Background: an optimization exercise with open tools, aiming at small area. Do not read the settings as production practice.
At most, simulation tests tie the RTL to the original design; equivalence was not proved.
The RTL of run 1 was laid out without a check of its function.
Power figures rest on the tool's default switching activity, not on a simulated workload.

`design.v`:
```
module rst_synch(RST_n, clk, rst_n);
input RST_n, clk;
output reg rst_n;
reg out1;
always @(posedge clk, negedge RST_n)
  if (!RST_n) begin
    out1 <= 1'b0;
    rst_n <= 1'b0;
  end else begin
    out1 <= 1'b1;
    rst_n <= out1;
  end
endmodule
module SPI_mstr16(clk, rst_n, wrt, MISO, SS_n, SCLK, busy, front, shft, bit_cnt, sclk_cnt, MISO_smpl, first_smpl);
input clk, rst_n, wrt, MISO;
output SS_n;
output SCLK;
output busy;			 
output front;			 
output reg shft;		 
output reg [3:0] bit_cnt;
output [4:0] sclk_cnt;		 
output reg MISO_smpl;
output reg first_smpl;		 
localparam IDLE = 2'd0, FRONT = 2'd1, GO = 2'd2, BACK = 2'd3;
reg [1:0] state, nxt_state;
reg [4:0] sclk_div;
reg en_SCLK;
wire [8:0] cnt_inc;
wire cnt_co;
rc_inc #(9) u_cinc(.a({bit_cnt, sclk_div}), .ci(1'b1), .s(cnt_inc), .co(cnt_co));
wire sclk_all1 = &sclk_div;
wire bit_all1 = &bit_cnt;
assign SCLK = sclk_div[4];
assign sclk_cnt = sclk_div;
wire smpl = ~sclk_div[4] & (&sclk_div[3:0]);
wire shft_nxt = sclk_all1;
assign busy = (state != IDLE);
assign SS_n = ~busy;
assign front = (state == FRONT);
always @(posedge clk, negedge rst_n)
	if(!rst_n)
		state <= IDLE;
	else
		state <= nxt_state;
always @(posedge clk, negedge rst_n)
	if(!rst_n)
		sclk_div[4] <= 1'b0;
	else if(SS_n)
		sclk_div[4] <= 1'b1;
	else if(en_SCLK)
		sclk_div[4] <= cnt_inc[4];
always @(posedge clk)
	if(SS_n)
		{bit_cnt, sclk_div[3:0]} <= 8'hF7;
	else if(en_SCLK)
		{bit_cnt, sclk_div[3:0]} <= {cnt_inc[8:5], cnt_inc[3:0]};
always @(posedge clk)
	if(smpl)
		MISO_smpl <= MISO;
always @(posedge clk, negedge rst_n)
	if(!rst_n)
		first_smpl <= 1'b0;
	else if(shft & (state == GO) & (bit_cnt == 4'h0))
		first_smpl <= MISO_smpl;
always @* begin
	nxt_state = state;
	shft = 1'b0;
	en_SCLK = 1'b0;
	case(state)
	  IDLE : if(wrt) nxt_state = FRONT;
	  FRONT : begin
		en_SCLK = 1'b1;
		if(shft_nxt) nxt_state = GO;
	  end
	  GO : begin
		if(bit_all1) nxt_state = BACK;
		else begin
			en_SCLK = 1'b1;
			shft = shft_nxt;
		end
	  end
	  default : begin	 
		if(shft_nxt) begin
			nxt_state = IDLE;
			shft = 1'b1;
		end else
			en_SCLK = 1'b1;
	  end
	endcase
end
endmodule
module A2D_intf(clk, rst_n, nxt, MISO, lft_ld, rght_ld, batt_low, a2d_SS_n, SCLK, MOSI);
input clk, rst_n, nxt;
input MISO;
output reg [11:0] lft_ld, rght_ld;
output batt_low;
output a2d_SS_n, SCLK, MOSI;
wire busy, shft, MISO_smpl, first_smpl;
wire [3:0] bit_cnt;
reg wrt, update;
reg [1:0] rnd_cnt;
reg [11:0] rd;		 
reg batt11;		 
wire done = ~busy;
SPI_mstr16 SPI(.clk(clk), .rst_n(rst_n), .wrt(wrt), .MISO(MISO), .SS_n(a2d_SS_n), .SCLK(SCLK),
		.busy(busy), .front(), .shft(shft), .bit_cnt(bit_cnt), .sclk_cnt(), .MISO_smpl(MISO_smpl), .first_smpl(first_smpl));
wire [2:0] chnl = {rnd_cnt[0] | rnd_cnt[1], 1'b0, rnd_cnt[1]};
reg cmd_bit;
always @* begin
	case(bit_cnt)
	  4'd2: cmd_bit = chnl[2];
	  4'd3: cmd_bit = chnl[1];
	  4'd4: cmd_bit = chnl[0];
	  default: cmd_bit = 1'b0;
	endcase
end
assign MOSI = busy ? cmd_bit : first_smpl;
always @(posedge clk)
	if(shft)
		rd <= {rd[10:0], MISO_smpl};
always @(posedge clk, negedge rst_n)
	if(!rst_n)
		rnd_cnt <= 2'b00;
	else if(update)
		rnd_cnt <= {rnd_cnt[0], ~rnd_cnt[0] & ~rnd_cnt[1]};
always @(posedge clk, negedge rst_n)
	if(!rst_n)
		lft_ld <= 12'h000;
	else if(update & ~rnd_cnt[0] & ~rnd_cnt[1])
		lft_ld <= rd;
always @(posedge clk, negedge rst_n)
	if(!rst_n)
		rght_ld <= 12'h000;
	else if(update & rnd_cnt[0])
		rght_ld <= rd;
always @(posedge clk, negedge rst_n)
	if(!rst_n)
		batt11 <= 1'b0;
	else if(update & rnd_cnt[1])
		batt11 <= rd[11];
assign batt_low = ~batt11;
localparam IDLE = 2'd0, SEND_1ST = 2'd1, WAIT_1 = 2'd2, SEND_2ND = 2'd3;
reg [1:0] state, nxt_state;
always @(posedge clk, negedge rst_n)
	if(!rst_n)
		state <= IDLE;
	else
		state <= nxt_state;
always @* begin
	nxt_state = state;
	wrt = 1'b0;
	update = 1'b0;
	case(state)
	  IDLE : if(nxt) begin nxt_state = SEND_1ST; wrt = 1'b1; end
	  SEND_1ST : if(done) nxt_state = WAIT_1;
	  WAIT_1 : begin nxt_state = SEND_2ND; wrt = 1'b1; end
	  default : if(done) begin nxt_state = IDLE; update = 1'b1; end
	endcase
end
endmodule
module UART_rcv(clk, rst_n, RX, clr_rdy, rdy_g, rdy_s);
input clk, rst_n;
input RX;
input clr_rdy;
output rdy_g, rdy_s;		 
reg state;			 
reg [3:0] bit_cnt;
reg [11:0] baud_cnt;
reg rx_ff1, rx_ff2;
reg gm, sm;			 
localparam [11:0] BAUD_END = 12'h800, BAUD_HALF = 12'h564, BAUD_FULL = 12'hE47;
wire shift = (baud_cnt == BAUD_END);
wire [11:0] baud_step = {baud_cnt[10:0], baud_cnt[11] ^ baud_cnt[10]};
wire [3:0] bit_inc;
wire bit_co;
rc_inc #(4) u_binc(.a(bit_cnt), .ci(1'b1), .s(bit_inc), .co(bit_co));
wire start = ~state & ~rx_ff2;
wire last = state & (bit_cnt == 4'b1010);
always @(posedge clk or negedge rst_n)
  if (!rst_n)
    state <= 1'b0;
  else if (start)
    state <= 1'b1;
  else if (last)
    state <= 1'b0;
always @(posedge clk)
  if (start)
    bit_cnt <= 4'b0000;
  else if (shift)
    bit_cnt <= bit_inc;
always @(posedge clk)
  if (start)
    baud_cnt <= BAUD_HALF;
  else if (shift)
    baud_cnt <= BAUD_FULL;
  else
    baud_cnt <= baud_step;
reg exp_g, exp_s, dbit;
always @* begin
  dbit = 1'b1;
  exp_g = 1'b0;
  exp_s = 1'b0;
  case (bit_cnt)
    4'd1: begin exp_g = 1'b1; exp_s = 1'b1; end
    4'd2: begin exp_g = 1'b1; exp_s = 1'b1; end
    4'd3: begin exp_g = 1'b1; exp_s = 1'b0; end
    4'd4: begin exp_g = 1'b0; exp_s = 1'b0; end
    4'd5: begin exp_g = 1'b0; exp_s = 1'b1; end
    4'd6: begin exp_g = 1'b1; exp_s = 1'b1; end
    4'd7: begin exp_g = 1'b1; exp_s = 1'b1; end
    4'd8: begin exp_g = 1'b0; exp_s = 1'b0; end
    default: dbit = 1'b0;
  endcase
end
always @(posedge clk or negedge rst_n)
  if (!rst_n) begin
    gm <= 1'b0;
    sm <= 1'b0;
  end else if (start) begin
    gm <= 1'b1;
    sm <= 1'b1;
  end else if (clr_rdy) begin
    gm <= 1'b0;
    sm <= 1'b0;
  end else if (shift & dbit & state) begin
    gm <= gm & (rx_ff2 == exp_g);
    sm <= sm & (rx_ff2 == exp_s);
  end
always_ff @(posedge clk or negedge rst_n)
  if (!rst_n)
    begin
      rx_ff1 <= 1'b1;
      rx_ff2 <= 1'b1;
    end
  else
    begin
      rx_ff1 <= RX;
      rx_ff2 <= rx_ff1;
    end
assign rdy_g = ~state & gm;
assign rdy_s = ~state & sm;
endmodule
module Auth_blk(clk, rst_n, RX, rider_off, pwr_up);
input clk, rst_n, RX, rider_off;
output reg pwr_up;
wire g, s;
reg clr_rx_rdy;
UART_rcv RCV(.clk(clk), .rst_n(rst_n), .RX(RX), .clr_rdy(clr_rx_rdy), .rdy_g(g), .rdy_s(s));
localparam OFF = 2'd0, PWR1 = 2'd1, PWR2 = 2'd2;
reg [1:0] state, nxt_state;
always @(posedge clk, negedge rst_n)
	if(!rst_n)
		state <= OFF;
	else
		state <= nxt_state;
always @* begin
	nxt_state = OFF;
	pwr_up = 1'b0;
	clr_rx_rdy = 1'b0;
	case(state)
	  OFF : if(g) begin nxt_state = PWR1; pwr_up = 1'b1; clr_rx_rdy = 1'b1; end
	  PWR1 : begin
		pwr_up = 1'b1;
		if(s) begin nxt_state = PWR2; clr_rx_rdy = 1'b1; end
		else nxt_state = PWR1;
	  end
	  PWR2 : begin
		if(g) begin nxt_state = PWR1; pwr_up = 1'b1; clr_rx_rdy = 1'b1; end
		else if(!rider_off) begin nxt_state = PWR2; pwr_up = 1'b1; end
	  end
	  default : ;
	endcase
end
endmodule
module PWM11(clk, rst_n, cnt, clr, PWM_sig);
input clk, rst_n;
input [10:0] cnt;
input clr;
output reg PWM_sig;
always @(posedge clk, negedge rst_n)
  if(!rst_n)
    PWM_sig <= 1'b0;
  else if(clr)
    PWM_sig <= 1'b0;
  else if(~|cnt)
    PWM_sig <= 1'b1;
endmodule
module mtr_drv(clk, rst_n, cnt, pwr_up, lft_ge, rght_ge, lft_rev, rght_rev, PWM_rev_lft, PWM_rev_rght, PWM_frwrd_lft, PWM_frwrd_rght);
input clk, rst_n;
input [10:0] cnt;
input pwr_up;			 
input lft_ge, rght_ge;		 
input lft_rev, rght_rev;
output PWM_rev_lft, PWM_rev_rght;
output PWM_frwrd_lft, PWM_frwrd_rght;
wire lft_pwm_sig, rght_pwm_sig;
assign PWM_rev_lft = lft_rev & lft_pwm_sig;
assign PWM_frwrd_lft = ~lft_rev & lft_pwm_sig;
assign PWM_rev_rght = rght_rev & rght_pwm_sig;
assign PWM_frwrd_rght = ~rght_rev & rght_pwm_sig;
PWM11 l_pwm(.clk(clk), .rst_n(rst_n), .cnt(cnt), .clr(~pwr_up | lft_ge), .PWM_sig(lft_pwm_sig)),
      r_pwm(.clk(clk), .rst_n(rst_n), .cnt(cnt), .clr(~pwr_up | rght_ge), .PWM_sig(rght_pwm_sig));
endmodule
module Piezo_Timer(clk, rst_n, reset, steer_en_tmr_full, cnt);
input clk, rst_n, reset;
output steer_en_tmr_full;
output reg [26:0] cnt;
wire [26:0] nxt;
wire [27:0] c;
assign c[0] = 1'b1;
genvar i;
generate for (i = 0; i < 27; i = i + 1) begin : g
	assign nxt[i] = cnt[i] ^ c[i];
	assign c[i+1] = cnt[i] & c[i];
end endgenerate
assign steer_en_tmr_full = c[15];	 
always @(posedge clk, negedge rst_n)
	if(!rst_n)
		cnt <= 27'h0;
	else if(reset)
		cnt <= 27'h0;
	else
		cnt <= nxt;
endmodule
module piezo(clk, rst_n, en_steer, ovr_spd, batt_low, steer_en_clr_tmr, piezo, piezo_n, steer_en_tmr_full);
input clk, rst_n, en_steer, ovr_spd, batt_low, steer_en_clr_tmr;
output piezo, piezo_n, steer_en_tmr_full;
wire wave;
wire [26:0] cnt;
wire any = en_steer | ovr_spd | batt_low;
Piezo_Timer piezo_timer(.clk(clk), .rst_n(rst_n), .reset(~any & steer_en_clr_tmr), .cnt(cnt), .steer_en_tmr_full(steer_en_tmr_full));
assign wave = 	(ovr_spd) ? (~cnt[12] & ~cnt[24]) :
		(en_steer) ? (~cnt[14] & ~cnt[25] & ~cnt[26]) : 1'b0;
assign piezo = (wave | (batt_low & ~cnt[15] & cnt[26] & ~cnt[25]));
assign piezo_n = any & ~piezo;
endmodule
module inertial_integrator(clk, rst_n, vld, ld_cmp, cmp_en, sclk_cnt, bit_cnt, ptch_rt, AZ, ptch);
input clk, rst_n, vld, ld_cmp;
input cmp_en;			 
input [4:0] sclk_cnt;		 
input [3:0] bit_cnt;		 
input [15:0] ptch_rt, AZ;
output [15:0] ptch;
reg [26:0] ptch_int;
reg [16:0] inc;
reg cmp;
assign ptch = ptch_int[26:11];
wire [26:0] ptch_int_nxt;
wire pn_co;
rc_add #(27) u_pn(.a(ptch_int), .b({{10{inc[16]}}, inc}), .ci(1'b0), .s(ptch_int_nxt), .co(pn_co));
wire [15:0] p = ptch_int_nxt[26:11];
reg [7:0] dl;			 
reg oc;				 
reg asgn;			 
reg [2:0] sc;			 
reg az_k, pb_k, off_k;
always @* begin
  az_k = asgn;
  case (sclk_cnt)
    5'd23: az_k = AZ[0];   5'd24: az_k = AZ[1];   5'd25: az_k = AZ[2];
    5'd26: az_k = AZ[3];   5'd27: az_k = AZ[4];   5'd28: az_k = AZ[5];
    5'd29: az_k = AZ[6];   5'd30: az_k = AZ[7];   5'd31: az_k = AZ[8];
    5'd0:  az_k = AZ[9];   5'd1:  az_k = AZ[10];  5'd2:  az_k = AZ[11];
    5'd3:  az_k = AZ[12];  5'd4:  az_k = AZ[13];  5'd5:  az_k = AZ[14];
    5'd6:  az_k = AZ[15];
    default: ;
  endcase
  off_k = (sclk_cnt == 5'd30) | (sclk_cnt == 5'd31);	 
  pb_k = 1'b0;
  case (sclk_cnt)
    5'd4:  pb_k = ~p[0];   5'd5:  pb_k = ~p[1];   5'd6:  pb_k = ~p[2];
    5'd7:  pb_k = ~p[3];   5'd8:  pb_k = ~p[4];   5'd9:  pb_k = ~p[5];
    5'd10: pb_k = ~p[6];   5'd11: pb_k = ~p[7];   5'd12: pb_k = ~p[8];
    5'd13: pb_k = ~p[9];   5'd14: pb_k = ~p[10];  5'd15: pb_k = ~p[11];
    5'd16: pb_k = ~p[12];  5'd17: pb_k = ~p[13];  5'd18: pb_k = ~p[14];
    5'd19: pb_k = ~p[15];  5'd20: pb_k = ~p[15];
    default: ;
  endcase
end
wire in_az = (sclk_cnt[4] & (sclk_cnt[3] | (sclk_cnt[2] & sclk_cnt[1] & sclk_cnt[0]))) |	 
	     (~sclk_cnt[4] & ~sclk_cnt[3] & ~(sclk_cnt[2] & sclk_cnt[1] & sclk_cnt[0]));	 
wire a_k = in_az ? (az_k ^ off_k ^ oc) : asgn;
wire oc_n = (az_k & off_k) | (az_k & oc) | (off_k & oc);
wire nak = ~a_k;
wire f1s = dl[7] ^ dl[5] ^ dl[2];
wire f1c = (dl[7] & dl[5]) | (dl[7] & dl[2]) | (dl[5] & dl[2]);
wire f2s = nak ^ pb_k ^ sc[0];
wire f2c = (nak & pb_k) | (nak & sc[0]) | (pb_k & sc[0]);
wire x_k = f1s ^ f2s;			 
wire h0c = f1s & f2s;
wire f3s = f1c ^ f2c ^ h0c;
wire f3c = (f1c & f2c) | (f1c & h0c) | (f2c & h0c);
wire t1 = f3s ^ sc[1];
wire h1c = f3s & sc[1];
wire t2 = f3c ^ h1c ^ sc[2];
wire t3 = (f3c & h1c) | (f3c & sc[2]) | (h1c & sc[2]);
wire [2:0] sc_n = {t3, t2, t1};
always @(posedge clk) begin
  if (ld_cmp) begin
    dl <= 8'h00;
    oc <= 1'b0;
    sc <= 3'd1;
  end else begin
    dl <= {dl[6:0], a_k};
    oc <= oc_n;
    sc <= sc_n;
  end
  if (sclk_cnt == 5'd6)
    asgn <= a_k;
  if (cmp_en & (bit_cnt == 4'd0) & (sclk_cnt == 5'd20))
    cmp <= ~x_k;
end
wire [15:0] rtc;
wire rtc_co;
rc_add #(16) u_rtc(.a(ptch_rt), .b(16'hFC3E), .ci(1'b0), .s(rtc), .co(rtc_co));
wire [16:0] inc_nxt;
wire in_co;
rc_add #(17) u_in(.a(~{rtc[15], rtc}), .b({{6{~cmp}}, 1'b1, 10'h000}), .ci(1'b1), .s(inc_nxt), .co(in_co));
always @(posedge clk, negedge rst_n)
	if(!rst_n) begin
		ptch_int <= 27'h0;
		inc <= 17'h007C2;
	end else if(vld) begin
		ptch_int <= ptch_int_nxt;
		inc <= inc_nxt;
	end
endmodule
module inert_intf(clk, rst_n, vld, ptch, SS_n, SCLK, MOSI, MISO, INT, init_go);
  input clk, rst_n;
  input INT;
  input init_go;		 
  output vld;
  output [15:0] ptch;
  input MISO;
  output SS_n, SCLK, MOSI;
  reg INT1, INT_stable;
  reg [7:0] ptchL, ptchH, AZL;
  reg [7:0] rd;			 
  localparam INIT1 = 4'd0, INIT2 = 4'd1, INIT3 = 4'd2, INIT4 = 4'd3, WAIT = 4'd4,
	     RD1 = 4'd5, RD2 = 4'd6, RD3 = 4'd7, RD4 = 4'd8;
  reg [3:0] state, nxt_state;
  wire done = ~busy & (state != INIT1);
  reg wrt;
  wire busy, front, shft, MISO_smpl, first_smpl;
  wire [3:0] bit_cnt;
  wire [4:0] sclk_cnt;
  SPI_mstr16 iSPI(.clk(clk), .rst_n(rst_n), .wrt(wrt), .MISO(MISO), .SS_n(SS_n), .SCLK(SCLK),
		  .busy(busy), .front(front), .shft(shft), .bit_cnt(bit_cnt), .sclk_cnt(sclk_cnt), .MISO_smpl(MISO_smpl), .first_smpl(first_smpl));
  inertial_integrator iINT(.clk(clk), .rst_n(rst_n), .vld(vld), .ld_cmp((state == RD3) & done),
			   .cmp_en(state == RD4), .sclk_cnt(sclk_cnt), .bit_cnt(bit_cnt),
			   .ptch_rt({ptchH, ptchL}), .AZ({rd, AZL}), .ptch(ptch));
  reg [15:0] cip;
  always @* begin
    case(state)
      INIT2: cip = 16'h0D02;
      INIT3: cip = 16'h1053;
      INIT4: cip = 16'h1150;
      WAIT:  cip = 16'h1460;
      RD1:   cip = 16'hA200;
      RD2:   cip = 16'hA300;
      RD3:   cip = 16'hAC00;
      RD4:   cip = 16'hAD00;
      default: cip = 16'h0D02;
    endcase
  end
  assign MOSI = busy ? cip[front ? 4'hF : ~bit_cnt] : first_smpl;
  always @(posedge clk)
    if(shft)
      rd <= {rd[6:0], MISO_smpl};
  always_ff@(posedge clk) begin
    INT1 <= INT;
    INT_stable <= INT1;
  end
  always_ff@(posedge clk, negedge rst_n)
    if(!rst_n)
      state <= INIT1;
    else
      state <= nxt_state;
  always_comb begin
    wrt = 1'b0;
    nxt_state = state;
    case(state)
      INIT1: if(init_go) begin wrt = 1'b1; nxt_state = INIT2; end
      INIT2: if(done) begin wrt = 1'b1; nxt_state = INIT3; end
      INIT3: if(done) begin wrt = 1'b1; nxt_state = INIT4; end
      INIT4: if(done) begin wrt = 1'b1; nxt_state = WAIT; end
      WAIT:  if(done & INT_stable) begin wrt = 1'b1; nxt_state = RD1; end
      RD1:   if(done) begin wrt = 1'b1; nxt_state = RD2; end
      RD2:   if(done) begin wrt = 1'b1; nxt_state = RD3; end
      RD3:   if(done) begin wrt = 1'b1; nxt_state = RD4; end
      RD4:   if(done) nxt_state = WAIT;
      default: nxt_state = INIT1;
    endcase
  end
  assign vld = (state == RD4) & done;
  always_ff@(posedge clk)
    if((state == WAIT) & done & INT_stable)
      ptchL <= rd;
  always_ff@(posedge clk)
    if((state == RD1) & done)
      ptchH <= rd;
  always_ff@(posedge clk)
    if((state == RD2) & done)
      AZL <= rd;
endmodule
module balance_cntrl(clk, rst_n, vld, pwr_up, ptch, ld_cell_diff, rider_off, en_steer,
		     cnt_nxt, lft_ge, lft_rev, rght_ge, rght_rev, too_fast);
  input clk, rst_n;
  input vld;
  input pwr_up;
  input [15:0] ptch;
  input [11:0] ld_cell_diff;
  input rider_off;
  input en_steer;
  input [10:0] cnt_nxt;		 
  output lft_ge;		 
  output lft_rev;
  output rght_ge;
  output rght_rev;
  output too_fast;
  reg [17:0] full_integrator;
  reg [9:0] prev_ptch_err, intermediate;
  wire [9:0] e = ptch[15] ? (&ptch[14:9] ? ptch[9:0] : 10'h200) :
			     (|ptch[14:9] ? 10'h1FF : ptch[9:0]);
  wire [17:0] next_integrator;
  wire ni_co;
  rc_add #(18) u_int(.a(full_integrator), .b({{8{e[9]}}, e}), .ci(1'b0), .s(next_integrator), .co(ni_co));
  wire ov = (e[9] & full_integrator[17] & ~next_integrator[17]) |
	    (~e[9] & ~full_integrator[17] & next_integrator[17]);
  always @(posedge clk)
	if(rider_off | ~pwr_up)
		full_integrator <= 18'h0;
	else if(vld & ~ov)
		full_integrator <= next_integrator;
  always @(posedge clk, negedge rst_n)
	if(!rst_n) begin
		prev_ptch_err <= 10'h0;
		intermediate <= 10'h0;
	end
	else if(vld) begin
		prev_ptch_err <= intermediate;
		intermediate <= e;
	end
  wire [9:0] dd;
  wire dd_co;
  rc_add #(10) u_dd(.a(e), .b(~prev_ptch_err), .ci(1'b1), .s(dd), .co(dd_co));
  wire [6:0] d = dd[9] ? (&dd[8:6] ? dd[6:0] : 7'h40) :
			 (|dd[8:6] ? 7'h3F : dd[6:0]);
  wire [11:0] I = full_integrator[13:2];
  wire [14:0] pid;
  pid_sum u_pid(.e(e), .d(d), .I(I), .y(pid));
  wire [11:0] dif = ld_cell_diff;
  wire [14:0] D8 = {{6{dif[11]}}, dif[11:3]};
  wire nz = |dif[2:0];
  wire neg = dif[11] & (|dif[10:0]);
  wire [14:0] st_l = en_steer ? (neg ? D8 : ~D8) : 15'h0;
  wire [14:0] st_r = en_steer ? (neg ? ~D8 : D8) : 15'h0;
  wire ci_l = en_steer & (neg ? nz : 1'b1);
  wire ci_r = en_steer & neg & ~nz;
  wire [14:0] tl, tr;
  wire tl_co, tr_co;
  rc_add #(15) u_tl(.a(pid), .b(st_l), .ci(ci_l), .s(tl), .co(tl_co));
  rc_add #(15) u_tr(.a(pid), .b(st_r), .ci(ci_r), .s(tr), .co(tr_co));
  wire [10:0] lspd_n, rspd_n;
  wire lrev_n, rrev_n;
  torque_shape u_l(.t(tl), .spd(lspd_n), .rev(lrev_n));
  torque_shape u_r(.t(tr), .spd(rspd_n), .rev(rrev_n));
  wire lge_n, rge_n;
  rc_carry #(11) u_lge(.a(cnt_nxt), .b(~lspd_n), .ci(1'b1), .co(lge_n));
  rc_carry #(11) u_rge(.a(cnt_nxt), .b(~rspd_n), .ci(1'b1), .co(rge_n));
  wire tf_n = (lspd_n[10] & lspd_n[9] & (|lspd_n[8:0])) | (rspd_n[10] & rspd_n[9] & (|rspd_n[8:0]));
  reg lft_ge_f, rght_ge_f, lft_rev_f, rght_rev_f, tf_f;
  always_ff@(posedge clk) begin
		lft_ge_f <= lge_n;
		rght_ge_f <= rge_n;
		lft_rev_f <= lrev_n;
		rght_rev_f <= rrev_n;
		tf_f <= tf_n;
  end
  assign lft_ge = lft_ge_f;
  assign rght_ge = rght_ge_f;
  assign lft_rev = lft_rev_f;
  assign rght_rev = rght_rev_f;
  assign too_fast = pwr_up & tf_f;
endmodule
module torque_shape(input [14:0] t, output [10:0] spd, output rev);
  assign rev = t[14];
  wire [13:0] oc = t[13:0] ^ {14{t[14]}};	 
  wire big = (|oc[13:7]) | (oc[6] & (oc[5] | oc[4] | oc[3] | (oc[2] & (oc[1] | (rev & oc[0])))));
  wire [10:0] adj;
  wire adj_co;
  rc_add #(11) u_adj(.a(oc[10:0]), .b(11'd980), .ci(rev), .s(adj), .co(adj_co));
  wire sat = adj_co | (|oc[13:11]);
  wire [6:0] a;
  wire a_co;
  rc_inc #(7) u_a(.a(oc[6:0]), .ci(rev), .s(a), .co(a_co));
  wire [10:0] m;
  wire m_co;
  rc_add #(11) u_m(.a({a, 4'b0000}), .b(~{4'b0000, a}), .ci(1'b1), .s(m), .co(m_co));
  assign spd = big ? (sat ? 11'h7FF : adj) : m;
endmodule
module pid_sum(input [9:0] e, input [6:0] d, input [11:0] I, output [14:0] y);
  wire s0 = ~e[0] ^ I[1] ^ 1'b1;
  wire c0 = (~e[0] & I[1]) | (~e[0] & 1'b1) | (I[1] & 1'b1);
  wire s1 = ~e[1] ^ d[0] ^ I[2];
  wire c1 = (~e[1] & d[0]) | (~e[1] & I[2]) | (d[0] & I[2]);
  wire s2 = ~e[2] ^ d[1] ^ I[3];
  wire c2 = (~e[2] & d[1]) | (~e[2] & I[3]) | (d[1] & I[3]);
  wire s3 = e[0] ^ ~e[3] ^ d[0];
  wire c3 = (e[0] & ~e[3]) | (e[0] & d[0]) | (~e[3] & d[0]);
  wire s4 = d[2] ^ I[4] ^ c2;
  wire c4 = (d[2] & I[4]) | (d[2] & c2) | (I[4] & c2);
  wire s5 = e[1] ^ ~e[4] ^ d[1];
  wire c5 = (e[1] & ~e[4]) | (e[1] & d[1]) | (~e[4] & d[1]);
  wire s6 = d[3] ^ I[5] ^ c3;
  wire c6 = (d[3] & I[5]) | (d[3] & c3) | (I[5] & c3);
  wire s7 = c4 ^ s5 ^ s6;
  wire c7 = (c4 & s5) | (c4 & s6) | (s5 & s6);
  wire s8 = e[2] ^ ~e[5] ^ d[2];
  wire c8 = (e[2] & ~e[5]) | (e[2] & d[2]) | (~e[5] & d[2]);
  wire s9 = d[4] ^ I[6] ^ c5;
  wire c9 = (d[4] & I[6]) | (d[4] & c5) | (I[6] & c5);
  wire s10 = c6 ^ c7 ^ s8;
  wire c10 = (c6 & c7) | (c6 & s8) | (c7 & s8);
  wire s11 = e[3] ^ ~e[6] ^ d[3];
  wire c11 = (e[3] & ~e[6]) | (e[3] & d[3]) | (~e[6] & d[3]);
  wire s12 = d[5] ^ I[7] ^ c8;
  wire c12 = (d[5] & I[7]) | (d[5] & c8) | (I[7] & c8);
  wire s13 = c9 ^ c10 ^ s11;
  wire c13 = (c9 & c10) | (c9 & s11) | (c10 & s11);
  wire s14 = e[4] ^ ~e[7] ^ d[4];
  wire c14 = (e[4] & ~e[7]) | (e[4] & d[4]) | (~e[7] & d[4]);
  wire s15 = ~d[6] ^ I[8] ^ 1'b1;
  wire c15 = (~d[6] & I[8]) | (~d[6] & 1'b1) | (I[8] & 1'b1);
  wire s16 = c11 ^ c12 ^ c13;
  wire c16 = (c11 & c12) | (c11 & c13) | (c12 & c13);
  wire s17 = s14 ^ s15 ^ s16;
  wire c17 = (s14 & s15) | (s14 & s16) | (s15 & s16);
  wire s18 = e[5] ^ ~e[8] ^ d[5];
  wire c18 = (e[5] & ~e[8]) | (e[5] & d[5]) | (~e[8] & d[5]);
  wire s19 = I[9] ^ 1'b1 ^ c14;
  wire c19 = (I[9] & 1'b1) | (I[9] & c14) | (1'b1 & c14);
  wire s20 = c15 ^ c16 ^ c17;
  wire c20 = (c15 & c16) | (c15 & c17) | (c16 & c17);
  wire s21 = s18 ^ s19 ^ s20;
  wire c21 = (s18 & s19) | (s18 & s20) | (s19 & s20);
  wire s22 = e[6] ^ e[9] ^ ~d[6];
  wire c22 = (e[6] & e[9]) | (e[6] & ~d[6]) | (e[9] & ~d[6]);
  wire s23 = I[10] ^ 1'b1 ^ c18;
  wire c23 = (I[10] & 1'b1) | (I[10] & c18) | (1'b1 & c18);
  wire s24 = c19 ^ c20 ^ c21;
  wire c24 = (c19 & c20) | (c19 & c21) | (c20 & c21);
  wire s25 = s22 ^ s23 ^ s24;
  wire c25 = (s22 & s23) | (s22 & s24) | (s23 & s24);
  wire s26 = e[7] ^ ~I[11] ^ 1'b1;
  wire c26 = (e[7] & ~I[11]) | (e[7] & 1'b1) | (~I[11] & 1'b1);
  wire s27 = c22 ^ c23 ^ c24;
  wire c27 = (c22 & c23) | (c22 & c24) | (c23 & c24);
  wire s28 = c25 ^ s26 ^ s27;
  wire c28 = (c25 & s26) | (c25 & s27) | (s26 & s27);
  wire s29 = e[8] ^ c26 ^ c27;
  wire c29 = (e[8] & c26) | (e[8] & c27) | (c26 & c27);
  wire [14:0] r1 = {1'b1, ~e[9], c28, s28, s25, s21, s17, s12, s9, s7, s3, c1, c0, s0, I[0]};
  wire [14:0] r2 = {1'b0, c29, s29, 1'b0, 1'b0, 1'b0, 1'b0, s13, s10, 1'b0, s4, s2, s1, 1'b0, 1'b0};
  wire co;
  rc_add #(15) u_add(.a(r1), .b(r2), .ci(1'b0), .s(y), .co(co));
endmodule
module steer_en_SM(clk, rst_n, lft_load, rght_load, tmr_full, en_steer, rider_off, clr_tmr, load_cell_diff);
  input clk;
  input rst_n;
  input [11:0] lft_load, rght_load;
  input tmr_full;
  output reg en_steer;
  output reg rider_off;
  output reg clr_tmr;
  output [11:0] load_cell_diff;
  localparam IDLE = 2'd0, WAIT = 2'd1, STEER = 2'd2;
  reg [1:0] state, nxt_state;
  wire [11:0] sum_lo;
  wire sum_hi;
  rc_add #(12) u_sum(.a(lft_load), .b(rght_load), .ci(1'b0), .s(sum_lo), .co(sum_hi));
  wire [12:0] sum = {sum_hi, sum_lo};
  wire sum_gt_min = sum > 13'h220;
  wire sum_lt_min = sum < 13'h1E0;
  wire [11:0] dif;
  wire dif_co;
  rc_add #(12) u_dif(.a(lft_load), .b(~rght_load), .ci(1'b1), .s(dif), .co(dif_co));
  wire sgn = dif[11];
  wire [11:0] dif_oc = dif ^ {12{sgn}};
  assign load_cell_diff = dif;	 
  wire diff_gt_1_4;
  rc_carry #(12) u_c14(.a(dif_oc), .b(~{1'b0, sum[12:2]}), .ci(sgn), .co(diff_gt_1_4));
  wire [8:0] q = sum[12:4];
  wire [11:0] y_lo;
  wire y_co;
  rc_add #(12) u_y(.a(dif_oc), .b({3'b000, q}), .ci(sgn), .s(y_lo), .co(y_co));
  wire [12:0] y = {y_co, y_lo};
  wire diff_gt_15_16;
  rc_carry #(9) u_c1516(.a(y[12:4]), .b(~q), .ci(|y[3:0]), .co(diff_gt_15_16));
  always_ff@(posedge clk, negedge rst_n)
    if(!rst_n)
      state <= IDLE;
    else
      state <= nxt_state;
  always_comb begin
    clr_tmr = 0;
    en_steer = 0;
    rider_off = 1;
    nxt_state = IDLE;
    case(state)
    IDLE: if(sum_gt_min) begin
      clr_tmr = 1;
      rider_off = 0;
      nxt_state = WAIT;
    end
    WAIT: if(sum_lt_min) begin
      rider_off = 1;
      nxt_state = IDLE;
    end
    else if(diff_gt_1_4) begin
      clr_tmr = 1;
      nxt_state = WAIT;
      rider_off = 0;
    end
    else if(tmr_full) begin
      en_steer = 1;
      nxt_state = STEER;
      rider_off = 0;
    end
    else begin
      nxt_state = WAIT;
      rider_off = 0;
    end
    STEER: if(sum_lt_min) begin
      rider_off = 1;
      nxt_state = IDLE;
    end
    else if(diff_gt_15_16) begin
      clr_tmr = 1;
      nxt_state = WAIT;
      rider_off = 0;
    end
    else begin
      en_steer = 1;
      nxt_state = STEER;
      rider_off = 0;
    end
    default: nxt_state = IDLE;
    endcase
  end
endmodule
module Segway(clk,RST_n,LED,INERT_SS_n,INERT_MOSI,
              INERT_SCLK,INERT_MISO,A2D_SS_n,A2D_MOSI,A2D_SCLK,
			  A2D_MISO,PWM_rev_rght,PWM_frwrd_rght,PWM_rev_lft,
			  PWM_frwrd_lft,piezo_n,piezo,INT,RX);
  input clk,RST_n;
  input INERT_MISO;
  input A2D_MISO;
  input INT;
  input RX;
  output [7:0] LED;
  output A2D_SS_n, INERT_SS_n;
  output A2D_MOSI, INERT_MOSI;
  output A2D_SCLK, INERT_SCLK;
  output PWM_rev_rght, PWM_frwrd_rght;
  output PWM_rev_lft, PWM_frwrd_lft;
  output piezo_n,piezo;
  wire rst_n;
  wire [11:0] lft_ld, rght_ld;
  wire batt_low;
  wire pwr_up;
  wire [15:0] ptch;
  wire vld;
  wire lft_rev, rght_rev, too_fast;
  wire rider_off, en_steer;
  wire [11:0] load_cell_diff;
  wire steer_en_tmr_full, steer_en_clr_tmr;
  wire [15:0] tmr16, tmr16_nxt;
  wire lft_ge, rght_ge;
  wire init_go;
  assign LED = ptch[15:8];
  free_tmr iTMR(.clk(clk), .rst_n(rst_n), .cnt(tmr16), .nxt(tmr16_nxt), .full(init_go));
  A2D_intf a2d_intf_DUT(.clk(clk), .rst_n(rst_n), .nxt(vld), .MISO(A2D_MISO),
			.lft_ld(lft_ld), .rght_ld(rght_ld), .batt_low(batt_low),
			.a2d_SS_n(A2D_SS_n), .SCLK(A2D_SCLK), .MOSI(A2D_MOSI));
  Auth_blk auth_blk_DUT(.clk(clk), .rst_n(rst_n), .RX(RX), .rider_off(rider_off), .pwr_up(pwr_up));
  mtr_drv mtr_drv_DUT(.clk(clk), .rst_n(rst_n), .cnt(tmr16[10:0]), .pwr_up(pwr_up),
			.lft_ge(lft_ge), .rght_ge(rght_ge), .lft_rev(lft_rev), .rght_rev(rght_rev),
			.PWM_rev_lft(PWM_rev_lft), .PWM_rev_rght(PWM_rev_rght),
			.PWM_frwrd_lft(PWM_frwrd_lft), .PWM_frwrd_rght(PWM_frwrd_rght));
  piezo piezo_DUT(.clk(clk), .rst_n(rst_n), .en_steer(en_steer), .ovr_spd(too_fast),
			.batt_low(batt_low), .steer_en_clr_tmr(steer_en_clr_tmr),
			.piezo(piezo), .piezo_n(piezo_n), .steer_en_tmr_full(steer_en_tmr_full));
  inert_intf inert_intf_DUT(.clk(clk), .rst_n(rst_n), .INT(INT), .MISO(INERT_MISO), .init_go(init_go),
				.vld(vld), .ptch(ptch), .SS_n(INERT_SS_n), .SCLK(INERT_SCLK), .MOSI(INERT_MOSI));
  balance_cntrl balance_ctrl_DUT(.clk(clk), .rst_n(rst_n), .pwr_up(pwr_up), .vld(vld), .ptch(ptch),
				.ld_cell_diff(load_cell_diff), .rider_off(rider_off), .en_steer(en_steer),
				.cnt_nxt(tmr16_nxt[10:0]), .lft_ge(lft_ge), .lft_rev(lft_rev), .rght_ge(rght_ge), .rght_rev(rght_rev),
				.too_fast(too_fast));
  steer_en_SM steer_en_DUT(.clk(clk), .rst_n(rst_n), .lft_load(lft_ld), .rght_load(rght_ld),
				.tmr_full(steer_en_tmr_full), .en_steer(en_steer), .rider_off(rider_off),
				.load_cell_diff(load_cell_diff), .clr_tmr(steer_en_clr_tmr));
  rst_synch iRST(.clk(clk), .RST_n(RST_n), .rst_n(rst_n));
endmodule
module rc_add #(parameter W = 8) (input [W-1:0] a, input [W-1:0] b, input ci, output [W-1:0] s, output co);
  wire [W:0] c;
  assign c[0] = ci;
  genvar i;
  generate for (i = 0; i < W; i = i + 1) begin : g
    wire p = a[i] ^ b[i];
    assign s[i] = p ^ c[i];
    assign c[i+1] = (a[i] & b[i]) | (p & c[i]);
  end endgenerate
  assign co = c[W];
endmodule
module rc_carry #(parameter W = 8) (input [W-1:0] a, input [W-1:0] b, input ci, output co);
  wire [W:0] c;
  assign c[0] = ci;
  genvar i;
  generate for (i = 0; i < W; i = i + 1) begin : g
    assign c[i+1] = (a[i] & b[i]) | ((a[i] | b[i]) & c[i]);
  end endgenerate
  assign co = c[W];
endmodule
module rc_inc #(parameter W = 8) (input [W-1:0] a, input ci, output [W-1:0] s, output co);
  wire [W:0] c;
  assign c[0] = ci;
  genvar i;
  generate for (i = 0; i < W; i = i + 1) begin : g
    assign s[i] = a[i] ^ c[i];
    assign c[i+1] = a[i] & c[i];
  end endgenerate
  assign co = c[W];
endmodule
module free_tmr(input clk, input rst_n, output reg [15:0] cnt, output [15:0] nxt, output full);
  rc_inc #(16) u_inc(.a(cnt), .ci(1'b1), .s(nxt), .co(full));
  always @(posedge clk, negedge rst_n)
    if (!rst_n) cnt <= 16'h0;
    else cnt <= nxt;
endmodule
```
`flow/run.sh`:
```
#!/bin/bash
# The standard layout (the standard.sh, unchanged synthesis, floorplan,
# placement and routing), with clock tree synthesis told not to add dummy
# loads.  Each tool's output stays in the ORFS logs under orfs/logs.
set -euo pipefail
bash standard.sh \
  "CTS_ARGS=-sink_clustering_enable -repair_clock_nets -sink_clustering_size 16 -sink_clustering_max_diameter 80 -buf_list sky130_fd_sc_hd__clkbuf_8 -dont_use_dummy_load" \
  finish > standard.log 2>&1
```
`standard.sh`:
```
#!/bin/bash
# synth_recipe.tcl (not shown) runs the flow's synth.tcl, then flattens the netlist and writes it again
# the make line also repeats each setting of config.mk as NAME=value (left out here)
make -C /OpenROAD-flow-scripts/flow DESIGN_CONFIG=/design/flow/config.mk WORK_HOME=/design/flow/orfs CLKGATE_MAP_FILE= SYNTH_SCRIPT=/design/flow/synth_recipe.tcl "${@:-finish}"
```
`config.mk`:
```
export PLATFORM = sky130hd
export DESIGN_NAME = Segway
export DESIGN_NICKNAME = Segway
export VERILOG_FILES = /design/flow/design.v
export SDC_FILE = /design/flow/constraint.sdc
export NUM_CORES = 4
export LEC_CHECK = 0
export CAP_MARGIN = 20
export CORE_MARGIN = 2
export CORE_UTILIZATION = 40
export CTS_BUF_LIST = sky130_fd_sc_hd__clkbuf_8
export CTS_CLUSTER_DIAMETER = 80
export CTS_CLUSTER_SIZE = 16
export PLACE_DENSITY = 0.6
export SLEW_MARGIN = 20
```
`constraint.sdc`:
```
create_clock -name core_clock -period 20.0 [get_ports {clk}]
set_input_delay 4.0000 -clock core_clock [delete_from_list [all_inputs] [get_ports {clk}]]
set_output_delay 4.0000 -clock core_clock [all_outputs]
set_load 0.01 [all_outputs]
```
==> metrics.csv, run 1 <==
metric,value,unit
syn-num-nets,2150,
drtAntennaViolNets,0,
period_minus_slack,19.14,ns
required,20.46,ns
startpoint_type,register,
cts_buffers,23,
yosys_most_used_dff,dfrtp_1,
grt_start_max_net_pins,84,
coreArea,47450,um2
setup_tns,0,ns
wl,37280,um
ys_top_cells_by_count,"inv_1 (273), ha_1 (173), fa_1 (154), dfrtp_1 (153), nor2_1 (120)",
synth_seq_area_share,36.27,%
fin_crit_sh,95.72,%
avgSynthCellArea,10.50,um2
first_global_vias,13080,
grt.total_usage,15.64,%
hp-class,reg2async,
syn_area,19080,um2
dr.pass1.iters,6,
powerDensity,46.48,nW/um2
totalPowerFinal,957.6,uW
synthArstFlopShare,57.30,%
critPathKind,reg2reg,
max_stage_delay,0.45,ns
max_freq,52.23,MHz
relSlewSlack,31.10,%
arrival,19.60,ns
fp.dieW,222.4,um
power_leakage,0.009358,uW
dp_hpwl,28770,um
synth_warnings,12,
drive_gt1_share,10.46,%
syn_to_final_growth,7.946,%
synth_top_area_share,20.06,%
ff2ff_path_depth,78,
clock_path_buffers,3,
initial_core_util,40.22,%
die_h,222.4,um
status,no timing/DRC/antenna violations,
end_kind,register,
fin_ws,0.8556,ns
drt_iter0_markers,681,
via_per_inst,5.118,
clk_pin_slew,0.10,ns
path_common_cell,fa_1,
synthTopCellsByArea,"dfrtp_1 (20%), fa_1 (16%), ha_1 (11%)",
maxCapViolations,0,
place.gp.congestion,0.8576,
placed_cell_area,20120,um2
ioPinCount,26,
clock-sinks,281,
utilization,43.42,%
io_buffers,25,
yosysMostFrequentCell,inv_1,
grt_pass1_wl,64840,um
n_antenna_cell,0,
synth_edf_count,48,
insertion_delay,0.62,ns
rows,80,
place_ws,-0.2569,ns
hold_viol_final,0,
cts_tree,yes,
die-area,49480,um2
vdd_drop_max,0.04012,mV
slowest_stage,fa_2,
final_cell_area,20600,um2
detail_route.wl_per_cell,15.16,um
vias,12590,
h-tree-depth,1,
syn_inst,1817,
cts_root_buffer,clkbuf_8,
fin_skew,0.1093,ns
setup_viol,0,
synth.largest_area_cell,dfrtp_1,
tightest_slew,1.027,ns
cp_max_fo,13,
ys_ff_latch,281,
grt-ovfl-total,0,
antenna_found_initial,0,
synth_cell_type_count,91,
finalMaxSlewViolations,0,
nets,2180,
drc,0,
[metrics by stage]
step	cells	hold WS, ns
6_report	2460	0.2152
5_1_grt	2460	0.2827
4_1_cts	2457	0.2379
3_5_place_dp	2432	0.2943
3_3_place_gp	2432	0.2994
2_1_floorplan	1817	0.3096
[report_power, final]
group / total (uW) / switching, uW / internal, uW
clock: 291 / 188 / 103
sequential: 616 / 15.0 / 601
combinational: 50.5 / 27.3 / 23.2
[cell families (layout without fill, tap and decap cells)]
group / Yosys count / in the layout / share of synthesized area (%)
AOI/OAI and AO/OA: 310 / 310 / 10.77
xor gates and xnor gates: 56 / 56 / 2.996
adders and majority gates: 330 / 330 / 27.66
buffers and inverters: 340 / 368 / 7.061
DFF: 281 / 281 / 36.27
muxes: 73 / 73 / 4.281
other: 1 / 1 / 0.01965
and+or+nand+nor: 426 / 426 / 10.95
[layout make-up]
cell class | count | area, um2
clock buffer | 23 | 316.6
fill | 4516 | 26840
inverter | 273 | 1025
multi-input combinational | 1196 | 10960
sequential | 281 | 6925
tap | 615 | 769.5
timing repair buffer | 72 | 606.8
[routing by layer]
layer | share of wire [%] | vias to the layer above | track usage, %
met4 | 2.6 | 0 | 4.157
li1 | - | 6143 | -
met5 | 0 | - | 0
met1 | 46 | 6205 | 20.90
met3 | 2.9 | 63 | 1.997
met2 | 49 | 179 | 26.87
[registers in the layout, summed over array words and instances (netlist names), 10 cells and up]
name / count
inert_intf_DUT.iINT.ptch_int: 27
piezo_DUT.piezo_timer.cnt: 27
balance_ctrl_DUT.full_integrator: 18
inert_intf_DUT.iINT.inc: 17
iTMR.cnt: 16
a2d_intf_DUT.lft_ld: 12
a2d_intf_DUT.rd: 12
a2d_intf_DUT.rght_ld: 12
auth_blk_DUT.RCV.baud_cnt: 12
balance_ctrl_DUT.intermediate: 10
balance_ctrl_DUT.prev_ptch_err: 10
[layout by cell type (no fill, tap or decap), types with 47 or more instances in the layout]
master,netlist,final
nor2_1,120,116
ha_1,173,171
dfrtp_1,153,152
fa_1,154,140
edfxtp_1,48,48
a21oi_1,47,47
inv_1,273,273
nand2_1,106,105
mux2_2,51,51
o21ai_0,97,95
dfxtp_1,72,72
[critical path: cells and delay by family, from the launching register on]
kind / cells / cell delay, ns
adders and majority gates: 45 / 14.00
AOI/OAI and AO/OA: 9 / 1.34
buffers and inverters: 13 / 1.32
and+or+nand+nor: 7 / 1.15
xor gates and xnor gates: 3 / 0.53
DFF: 1 / 0.40
muxes: 1 / 0.26
[timing repair]
action	in CTS	in global routing
hold buffers	0	0
gates resized for setup	9	27
setup endpoints to repair	3	3
pin swaps	2	13
buffers inserted	2	2
[path summary, 6_finish.rpt]
kind / startpoint / slack [ns] / end
worst max-delay path: a2d_intf_DUT.lft_ld[0]$_DFFE_PN0P_ / 0.86 / balance_ctrl_DUT.lft_ge_f$_DFF_P_
worst min-delay path: iRST.rst_n$_DFF_PN0_ / 0.22 / a2d_intf_DUT.SPI.state[0]$_DFFE_PN0P_
worst max register to register: a2d_intf_DUT.lft_ld[0]$_DFFE_PN0P_ / 0.86 / balance_ctrl_DUT.lft_ge_f$_DFF_P_
worst min register to register: iRST.rst_n$_DFF_PN0_ / 0.22 / a2d_intf_DUT.SPI.state[0]$_DFFE_PN0P_
max in group asynchronous: RST_n / 16.28 / iRST.rst_n$_DFF_PN0_
min in group core_clock: auth_blk_DUT.RCV.rx_ff1$_DFF_PN1_ / 0.36 / auth_blk_DUT.RCV.rx_ff2$_DFF_PN1_
==> run 2: changes to the inputs <==
--- a/design.v
+++ b/design.v
@@ -303,7 +303,8 @@
       r_pwm(.clk(clk), .rst_n(rst_n), .cnt(cnt), .clr(~pwr_up | rght_ge), .PWM_sig(rght_pwm_sig));
 endmodule
-module Piezo_Timer(clk, rst_n, reset, steer_en_tmr_full, cnt);
+module Piezo_Timer(clk, rst_n, reset, steer_en_tmr_full, cnt16_full, cnt);
 input clk, rst_n, reset;
 output steer_en_tmr_full;
+output cnt16_full;
 output reg [26:0] cnt;
 wire [26:0] nxt;
@@ -316,4 +317,5 @@
 end endgenerate
 assign steer_en_tmr_full = c[15];	 
+assign cnt16_full = c[16];		 
 always @(posedge clk, negedge rst_n)
 	if(!rst_n)
@@ -324,11 +326,11 @@
 		cnt <= nxt;
 endmodule
-module piezo(clk, rst_n, en_steer, ovr_spd, batt_low, steer_en_clr_tmr, piezo, piezo_n, steer_en_tmr_full);
+module piezo(clk, rst_n, en_steer, ovr_spd, batt_low, steer_en_clr_tmr, piezo, piezo_n, steer_en_tmr_full, cnt16_full);
 input clk, rst_n, en_steer, ovr_spd, batt_low, steer_en_clr_tmr;
-output piezo, piezo_n, steer_en_tmr_full;
+output piezo, piezo_n, steer_en_tmr_full, cnt16_full;
 wire wave;
 wire [26:0] cnt;
 wire any = en_steer | ovr_spd | batt_low;
-Piezo_Timer piezo_timer(.clk(clk), .rst_n(rst_n), .reset(~any & steer_en_clr_tmr), .cnt(cnt), .steer_en_tmr_full(steer_en_tmr_full));
+Piezo_Timer piezo_timer(.clk(clk), .rst_n(rst_n), .reset(~any & steer_en_clr_tmr), .cnt(cnt), .steer_en_tmr_full(steer_en_tmr_full), .cnt16_full(cnt16_full));
 assign wave = 	(ovr_spd) ? (~cnt[12] & ~cnt[24]) :
 		(en_steer) ? (~cnt[14] & ~cnt[25] & ~cnt[26]) : 1'b0;
@@ -777,9 +779,9 @@
   wire [11:0] load_cell_diff;
   wire steer_en_tmr_full, steer_en_clr_tmr;
-  wire [15:0] tmr16, tmr16_nxt;
+  wire [10:0] tmr16, tmr16_nxt;
   wire lft_ge, rght_ge;
   wire init_go;
   assign LED = ptch[15:8];
-  free_tmr iTMR(.clk(clk), .rst_n(rst_n), .cnt(tmr16), .nxt(tmr16_nxt), .full(init_go));
+  free_tmr iTMR(.clk(clk), .rst_n(rst_n), .cnt(tmr16), .nxt(tmr16_nxt));
   A2D_intf a2d_intf_DUT(.clk(clk), .rst_n(rst_n), .nxt(vld), .MISO(A2D_MISO),
 			.lft_ld(lft_ld), .rght_ld(rght_ld), .batt_low(batt_low),
@@ -792,5 +794,5 @@
   piezo piezo_DUT(.clk(clk), .rst_n(rst_n), .en_steer(en_steer), .ovr_spd(too_fast),
 			.batt_low(batt_low), .steer_en_clr_tmr(steer_en_clr_tmr),
-			.piezo(piezo), .piezo_n(piezo_n), .steer_en_tmr_full(steer_en_tmr_full));
+			.piezo(piezo), .piezo_n(piezo_n), .steer_en_tmr_full(steer_en_tmr_full), .cnt16_full(init_go));
   inert_intf inert_intf_DUT(.clk(clk), .rst_n(rst_n), .INT(INT), .MISO(INERT_MISO), .init_go(init_go),
 				.vld(vld), .ptch(ptch), .SS_n(INERT_SS_n), .SCLK(INERT_SCLK), .MOSI(INERT_MOSI));
@@ -834,8 +836,9 @@
   assign co = c[W];
 endmodule
-module free_tmr(input clk, input rst_n, output reg [15:0] cnt, output [15:0] nxt, output full);
-  rc_inc #(16) u_inc(.a(cnt), .ci(1'b1), .s(nxt), .co(full));
+module free_tmr(input clk, input rst_n, output reg [10:0] cnt, output [10:0] nxt);
+  wire co;
+  rc_inc #(11) u_inc(.a(cnt), .ci(1'b1), .s(nxt), .co(co));
   always @(posedge clk, negedge rst_n)
-    if (!rst_n) cnt <= 16'h0;
+    if (!rst_n) cnt <= 11'h0;
     else cnt <= nxt;
 endmodule
==> metrics.csv, run 2 <==
metric,value,unit,change
status,no timing/DRC/antenna violations,,unchanged
place.gp.congestion,0.8559,,was 0.8576
max_freq,52.05,MHz,was 52.23 MHz
reg.largest.list,"inert_intf_DUT.iINT.ptch_int x27, piezo_DUT.piezo_timer.cnt x27, balance_ctrl_DUT.full_integrator x18",,unchanged
nets,2154,,was 2180
ys_top_cells_by_count,"inv_1 (259), ha_1 (167), fa_1 (153), dfrtp_1 (148), nand2_1 (115)",,"was inv_1 (273), ha_1 (173), fa_1 (154), dfrtp_1 (153), nor2_1 (120)"
fp.dieW,221.9,um,was 222.4 um
first_global_vias,12830,,was 13.08k
p_sw_share,23.74,%,was 24.03%
powerDensity,46.09,nW/um2,was 46.48 nW/um2
drive_gt1_share,10.46,%,about the same
clk_pin_slew,0.11,ns,was 0.10 ns
period_minus_slack,19.21,ns,was 19.14 ns
syn_area,19000,um2,was 19080 um2
clock-sinks,276,,was 281
synth_top_area_share,19.49,%,was 20.06%
synthArstFlopShare,56.52,%,was 57.30%
grt-ovfl-total,0,,unchanged
synth_seq_area_share,35.77,%,was 36.27%
die_h,221.9,um,was 222.4 um
io_buffers,25,,unchanged
drtAntennaViolNets,0,,unchanged
hold_viol_final,0,,unchanged
multi_input_area,11090,um2,was 10960 um2
synth.largest_area_cell,dfrtp_1,,unchanged
avgSynthCellArea,10.47,um2,was 10.50 um2
final_common_cell,inv_1,,unchanged
gr-usage-met1,20.76,%,was 20.90%
syn-num-nets,2141,,was 2150
ys_ff_latch,276,,was 281
antenna_found_initial,0,,unchanged
seq_area,6800,um2,was 6925 um2
grt_pass1_wl,63500,um,was 64840 um
power.clock.fraction,30.1,%,was 30.4%
pwr-share-seq,64.4,%,about the same
detail_route.wl_per_cell,15.17,um,was 15.16 um
required,20.46,ns,about the same
clock_path_buffers,3,,unchanged
die-area,49260,um2,was 49480 um2
end_kind,register,,unchanged
cp_max_fo,11,,was 13
grt_start_max_net_pins,76,,was 84
finalMaxSlewViolations,0,,unchanged
insertion_delay,0.61,ns,was 0.62 ns
power_leakage,0.009003,uW,was 0.009358 uW
p_switching,223.8,uW,was 230.1 uW
cts-hold-fix-buffers,0,,unchanged
n_antenna_cell,0,,unchanged
slowest_stage,fa_2,,unchanged
grt.met2_usage,26.15,%,was 26.87%
fillCellCount,4425,,was 4516
synth_cell_type_count,89,,was 91
fin_hold_ws,0.2195,ns,was 0.2152 ns
drc,0,,unchanged
maxCapViolations,0,,unchanged
arrival,19.67,ns,was 19.60 ns
pwr-share-comb,5.5,%,was 5.3%
syn_to_final_growth,7.673,%,was 7.946%
dr.pass1.iters,5,,was 6
path_common_cell,fa_1,,unchanged
p_int,719.0,uW,was 727.5 uW
drt_iter0_markers,815,,was 681
busiest_layer,met2,,unchanged
relSlewSlack,34.46,%,was 31.10%
synthTopCellsByArea,"dfrtp_1 (19%), fa_1 (16%), ha_1 (11%)",,"was dfrtp_1 (20%), fa_1 (16%), ha_1 (11%)"
setup_viol,0,,unchanged
coreArea,46750,um2,was 47450 um2
grt_setup_unrepaired,yes,,
fin_crit_sh,96.07,%,was 95.72%
dp_hpwl,28250,um,was 28770 um
yosys_most_used_dff,dfrtp_1,,unchanged
grt.total_usage,15.33,%,was 15.64%
syn_inst,1815,,was 1817
startpoint_type,register,,unchanged
vias,12550,,was 12.59k
h-tree-depth,1,,unchanged
wl,36900,um,was 37280 um
final_cell_area,20460,um2,was 20600 um2
initial_core_util,40.63,%,was 40.22%
fin_skew,0.08929,ns,was 0.1093 ns
tightest_slew,0.9831,ns,was 1.027 ns
final_cell_mix,"inv_1 (259), ha_1 (165), dfrtp_1 (147), fa_1 (133), nand2_1 (113)",,"was inv_1 (273), ha_1 (171), dfrtp_1 (152), fa_1 (140), nor2_1 (116)"
cts_root_buffer,clkbuf_8,,unchanged
via_per_inst,5.158,,was 5.118
placed_cell_area,19960,um2,was 20120 um2
hp-class,reg2async,,unchanged
vdd_drop_max,0.03882,mV,was 0.04012 mV
ioPinCount,26,,unchanged
synth_edf_count,48,,unchanged
cts_buffers,23,,unchanged
cts_tree,yes,,unchanged
synth_warnings,12,,unchanged
max_stage_delay,0.47,ns,was 0.45 ns
critPathKind,reg2reg,,unchanged
yosysMostFrequentCell,inv_1,,unchanged
grt_util_met3,2.081,%,was 1.997%
rows,79,,was 80
run 2: kinds of logic after synthesis:
family / count (synthesis) / share of synthesized area [%]
muxes: 63 / 3.682
AOI/OAI and AO/OA: 328 / 11.64
DFF: 276 / 35.77
buffers and inverters: 331 / 6.895
other: 1 / 0.01974
and+or+nand+nor: 431 / 11.21
xor gates and xnor gates: 59 / 3.306
adders and majority gates: 326 / 27.48
run 2: final cells by class:
type / instances / area share (%)
flip-flops and latches: 276 / 33.24
multi-input cells: 1208 / 54.22
well taps: 607 / 3.713
inverters: 261 / 4.826
clock buffers: 23 / 1.547
repair buffers: 58 / 2.453
run 2: per-stage QoR:
stage / util, % / cells / total power (uW) / worst slack (ns) / TNS (ns)
floorplan: - / 1815 / 656.3 / 0.08013 / 0
global placement: 42.67 / 2406 / 669.4 / 0.2252 / 0
detailed placement: 42.68 / 2406 / 671.8 / -0.2524 / -0.4036
CTS: 43.42 / 2430 / 959.5 / 0.03216 / 0
global route: 43.75 / 2433 / 989.8 / -0.04678 / -0.04678
finish: 43.75 / 2433 / 942.9 / 0.7862 / 0
run 2: critical path, delay by kind of cell (launching register included):
kind                       cells  cell delay, ns
adders and majority gates     46           14.83
and+or+nand+nor                9            1.14
AOI/OAI and AO/OA              7            1.05
buffers and inverters         11            0.94
xor gates and xnor gates       3            0.67
DFF                            1            0.39
run 2: worst paths after layout:
kind	slack, ns	cells past startpoint	to	from
max	0.79	76	balance_ctrl_DUT.lft_ge_f$_DFF_P_	a2d_intf_DUT.lft_ld[0]$_DFFE_PN0P_
min	0.22	0	inert_intf_DUT.state[1]$_DFFE_PN0P_	iRST.rst_n$_DFF_PN0_
min reg2reg	0.22	0	inert_intf_DUT.state[1]$_DFFE_PN0P_	iRST.rst_n$_DFF_PN0_
min in group core_clock	0.33	0	inert_intf_DUT.INT_stable$_DFF_P_	inert_intf_DUT.INT1$_DFF_P_
max in group asynchronous	16.31	1	iRST.rst_n$_DFF_PN0_	RST_n
max reg2reg	0.79	76	balance_ctrl_DUT.lft_ge_f$_DFF_P_	a2d_intf_DUT.lft_ld[0]$_DFFE_PN0P_
run 2: power groups by stage:
stage          clock network [uW]  logic, uW  registers, uW
6_report                      284       52.2            607
5_1_grt                       318       61.3            611
4_1_cts                       299       53.6            607
3_5_place_dp                    0       53.2            619
3_3_place_gp                    0       51.3            618
2_1_floorplan                   0       38.3            618
run 2: timing repair:
item | 4_1_cts | 5_1_grt
resized for setup | 4 | 30
pin swaps | 3 | 9
setup endpoints to repair | 3 | 3
cloned | 0 | 0
setup buffers | 1 | 2
run 2: metal layers:
metal / share of wire (%) / wire [um] / vias to the layer above
met2: 48 / 17810 / 160
li1: - / - / 6127
met5: 0 / 0 / -
met1: 47 / 17320 / 6215
met4: 1.9 / 706 / 0
met3: 2.9 / 1072 / 48
==> run 3: changes to the inputs <==
--- a/config.mk
+++ b/config.mk
@@ -8,8 +8,8 @@
 export CAP_MARGIN = 20
 export CORE_MARGIN = 2
-export CORE_UTILIZATION = 40
+export CORE_UTILIZATION = 60
 export CTS_BUF_LIST = sky130_fd_sc_hd__clkbuf_8
 export CTS_CLUSTER_DIAMETER = 80
 export CTS_CLUSTER_SIZE = 16
-export PLACE_DENSITY = 0.6
+export PLACE_DENSITY = 0.75
 export SLEW_MARGIN = 20
==> metrics.csv, run 3 <==
metric,value,unit,change
status,no timing/DRC/antenna violations,,unchanged
reg.largest.list,"inert_intf_DUT.iINT.ptch_int x27, piezo_DUT.piezo_timer.cnt x27, balance_ctrl_DUT.full_integrator x18",,unchanged
clk_pin_slew,0.10,ns,was 0.11 ns
fillCellCount,2464,,was 4425
power.clock.fraction,29.7,%,was 30.1%
yosys_most_used_dff,dfrtp_1,,unchanged
synthTopCellsByArea,"dfrtp_1 (19%), fa_1 (16%), ha_1 (11%)",,unchanged
synth_compound_area_share,11.64,%,unchanged
final_cell_mix,"inv_1 (259), ha_1 (165), dfrtp_1 (147), fa_1 (128), nand2_1 (113)",,"was inv_1 (259), ha_1 (165), dfrtp_1 (147), fa_1 (133), nand2_1 (113)"
synth_xor_area_share,3.306,%,unchanged
avgSynthCellArea,10.47,um2,unchanged
final_cell_area,20220,um2,was 20460 um2
arrival,19.63,ns,was 19.67 ns
drt_iter0_markers,588,,was 815
tightest_slew,0.8958,ns,was 0.9831 ns
syn_area,19000,um2,unchanged
period_minus_slack,19.22,ns,was 19.21 ns
p_switching,216.7,uW,was 223.8 uW
setup_viol,0,,unchanged
drtAntennaViolNets,0,,unchanged
hp-class,reg2async,,unchanged
dp_hpwl,28040,um,was 28250 um
syn-num-nets,2141,,unchanged
synth.area.mux_share,3.682,%,unchanged
cts_tree,yes,,unchanged
clock-sinks,276,,unchanged
synth_top_area_share,19.49,%,unchanged
maxCapViolations,0,,unchanged
drive_gt1_share,10.83,%,was 10.46%
p_sw_share,23.16,%,was 23.74%
vias,12820,,was 12.55k
syn_inst,1815,,unchanged
pwr-share-comb,5.4,%,was 5.5%
startpoint_type,register,,unchanged
fin_skew,0.05326,ns,was 0.08929 ns
final_common_cell,inv_1,,unchanged
insertion_delay,0.58,ns,was 0.61 ns
coreArea,31390,um2,was 46750 um2
synth_top_family_by_area,adder cells,,unchanged
cp_max_fo,6,,was 11
path_common_cell,fa_2,,was fa_1
h-tree-depth,1,,unchanged
grt-ovfl-total,0,,unchanged
synth_warnings,12,,unchanged
detail_route.wl_per_cell,16.21,um,was 15.17 um
dr.pass1.iters,8,,was 5
ioPinCount,26,,unchanged
ys_ff_latch,276,,unchanged
dp.cells,2200,,was 2406
grt_pass1_wl,61910,um,was 63500 um
pwr-share-seq,64.9,%,was 64.4%
fp.dieW,181.9,um,was 221.9 um
place.gp.congestion,0.9126,,was 0.8559
die_h,181.9,um,was 221.9 um
cts_root_buffer,clkbuf_8,,unchanged
nets,2156,,was 2154
first_global_vias,13070,,was 12.83k
max_stage_delay,0.48,ns,was 0.47 ns
hold_viol_final,0,,unchanged
io_buffers,25,,unchanged
ff2ff_path_depth,78,,was 76
slowest_stage,fa_2,,unchanged
fin_crit_sh,96.09,%,was 96.07%
wl,36160,um,was 36900 um
r2r_end,balance_ctrl_DUT.rght_ge_f$_DFF_P_,,was balance_ctrl_DUT.lft_ge_f$_DFF_P_
p_int,719.2,uW,was 719.0 uW
r2r_slack,0.78,ns,was 0.79 ns
drc,0,,unchanged
synthAdderAreaFrac,27.48,%,unchanged
via_per_inst,5.747,,was 5.158
finalMaxSlewViolations,0,,unchanged
placed_cell_area,19690,um2,was 19960 um2
synth_seq_area_share,35.77,%,unchanged
relSlewSlack,40.28,%,was 34.46%
clock_path_buffers,3,,unchanged
yosysMostFrequentCell,inv_1,,unchanged
critPathKind,reg2reg,,unchanged
grt_setup_unrepaired,no,,was yes
synthSimpleGateAreaFrac,11.21,%,unchanged
end_kind,register,,unchanged
fin_cells,2230,,was 2433
vdd_drop_max,0.04283,mV,was 0.03882 mV
powerDensity,46.29,nW/um2,was 46.09 nW/um2
power_leakage,0.008987,uW,was 0.009003 uW
max_freq,52.04,MHz,was 52.05 MHz
initial_core_util,60.52,%,was 40.63%
ys_top_cells_by_count,"inv_1 (259), ha_1 (167), fa_1 (153), dfrtp_1 (148), nand2_1 (115)",,unchanged
die-area,33100,um2,was 49260 um2
setup_tns,0,ns,unchanged
grt_start_max_net_pins,77,,was 76
cts_buffers,23,,unchanged
rows,65,,was 79
antenna_found_initial,0,,unchanged
required,20.42,ns,was 20.46 ns
synth_cell_type_count,89,,unchanged
utilization,64.41,%,was 43.75%
regToRegStartpoint,a2d_intf_DUT.lft_ld[0]$_DFFE_PN0P_,,unchanged
synth_edf_count,48,,unchanged
synthArstFlopShare,56.52,%,unchanged
grt.total_usage,22.59,%,was 15.33%
syn_to_final_growth,6.428,%,was 7.673%
synth.largest_area_cell,dfrtp_1,,unchanged
n_antenna_cell,0,,unchanged
==> run 3: cell counts after synthesis <==
No cell type changed its count.
==> run 3: metal layers <==
metal | global-route usage [%] | vias up | wire length, um
li1 | - | 6132 | -
met1 | 29.46 | 6335 | 15510
met2 | 39.88 | 272 | 18130
met3 | 3.069 | 76 | 1643
met4 | 6.129 | 0 | 874
met5 | 0 | - | 0
==> run 3: final cells by class <==
cell class	instances	area, um2	share of cell area, %
repair buffers	60	516.7	2.556
multi-input cells	1208	11100	54.88
clock buffers	23	316.6	1.566
well taps	402	503.0	2.488
inverters	261	987.2	4.882
flip-flops and latches	276	6800	33.63
==> run 3: kinds of logic after synthesis <==
family	Yosys count
AO/OA/AOI/OAI	328
XOR/XNOR	59
adder cells (fa/ha/maj)	326
buffers and inverters	331
flip-flops	276
multiplexers	63
other	1
AND/OR/NAND/NOR	431
==> run 3: worst max path at each step <==
stage                                        from                                 end
2_1_floorplan  a2d_intf_DUT.lft_ld[0]$_DFFE_PN0P_  balance_ctrl_DUT.rght_ge_f$_DFF_P_
3_3_place_gp   a2d_intf_DUT.lft_ld[0]$_DFFE_PN0P_  balance_ctrl_DUT.rght_ge_f$_DFF_P_
3_5_place_dp   a2d_intf_DUT.lft_ld[0]$_DFFE_PN0P_  balance_ctrl_DUT.rght_ge_f$_DFF_P_
4_1_cts        a2d_intf_DUT.lft_ld[0]$_DFFE_PN0P_  balance_ctrl_DUT.rght_ge_f$_DFF_P_
5_1_grt        a2d_intf_DUT.lft_ld[0]$_DFFE_PN0P_   balance_ctrl_DUT.lft_ge_f$_DFF_P_
6_report       a2d_intf_DUT.lft_ld[0]$_DFFE_PN0P_  balance_ctrl_DUT.rght_ge_f$_DFF_P_
==> run 3: critical path: cells and delay by family, from the launching register on <==
kind            cells  cell delay (ns)
fa+ha+maj          47            14.91
simple gates        9             1.09
xor+xnor            4             0.74
flops               1             0.39
compound gates      7             1.09
buf+inv            10             0.52
mux                 1             0.30
==> run 3: what timing repair did <==
item                       4_1_cts  5_1_grt
resized for setup                8       31
pin swaps                        3       14
setup endpoints to repair        3        3
hold buffers                     0        0
setup buffers                    1        5
==> run 3: power groups by stage <==
stage               combinational, uW  sequential, uW  clock, uW
floorplan                        38.3             618          0
global placement                 49.0             619          0
detailed placement               51.9             620          0
CTS                              52.2             608        290
global route                     59.9             611        309
finish                           50.6             607        278
==> run 3: through the flow <==
stage          hold WS (ns)  power, uW  worst slack [ns]
2_1_floorplan        0.3096      656.3           0.08013
3_3_place_gp         0.3142      667.6            0.1846
3_5_place_dp         0.3135      671.8           -0.4146
4_1_cts              0.3361      950.0           0.04679
5_1_grt              0.3473      980.0         0.0003446
6_report             0.3356      935.9            0.7823

static timing again, ports no longer ideal:
Ports are ideal in the flow. The routed layouts listed here were re-timed in OpenROAD.
Step 1: set_driving_cell puts a clkbuf_16 on clk and a buf_2 on each other input, an assumption about the parent block.
Step 2 moves the port delays by t, midway between the first and last clock arrival at a register: inputs arrive t later, outputs are due t later. That takes back most of the time a late clock gives input paths.
Three values: ideal, step 1, step 2; two values: the first two.
run | t (ns) | slack for setup (ns) | worst hold slack (ns) | pins driven straight from the clock port
run 1 | 0.614 | 0.856 / 0.856 / 0.856 | 0.215 / 0.215 / 0.215 | 1
run 2 | 0.614 | 0.786 / 0.786 / 0.786 | 0.220 / 0.220 / 0.220 | 1
run 3 | 0.597 | 0.782 / 0.782 / 0.782 | 0.336 / 0.336 / 0.336 | 1
After both steps setup and hold are still met in every run listed.
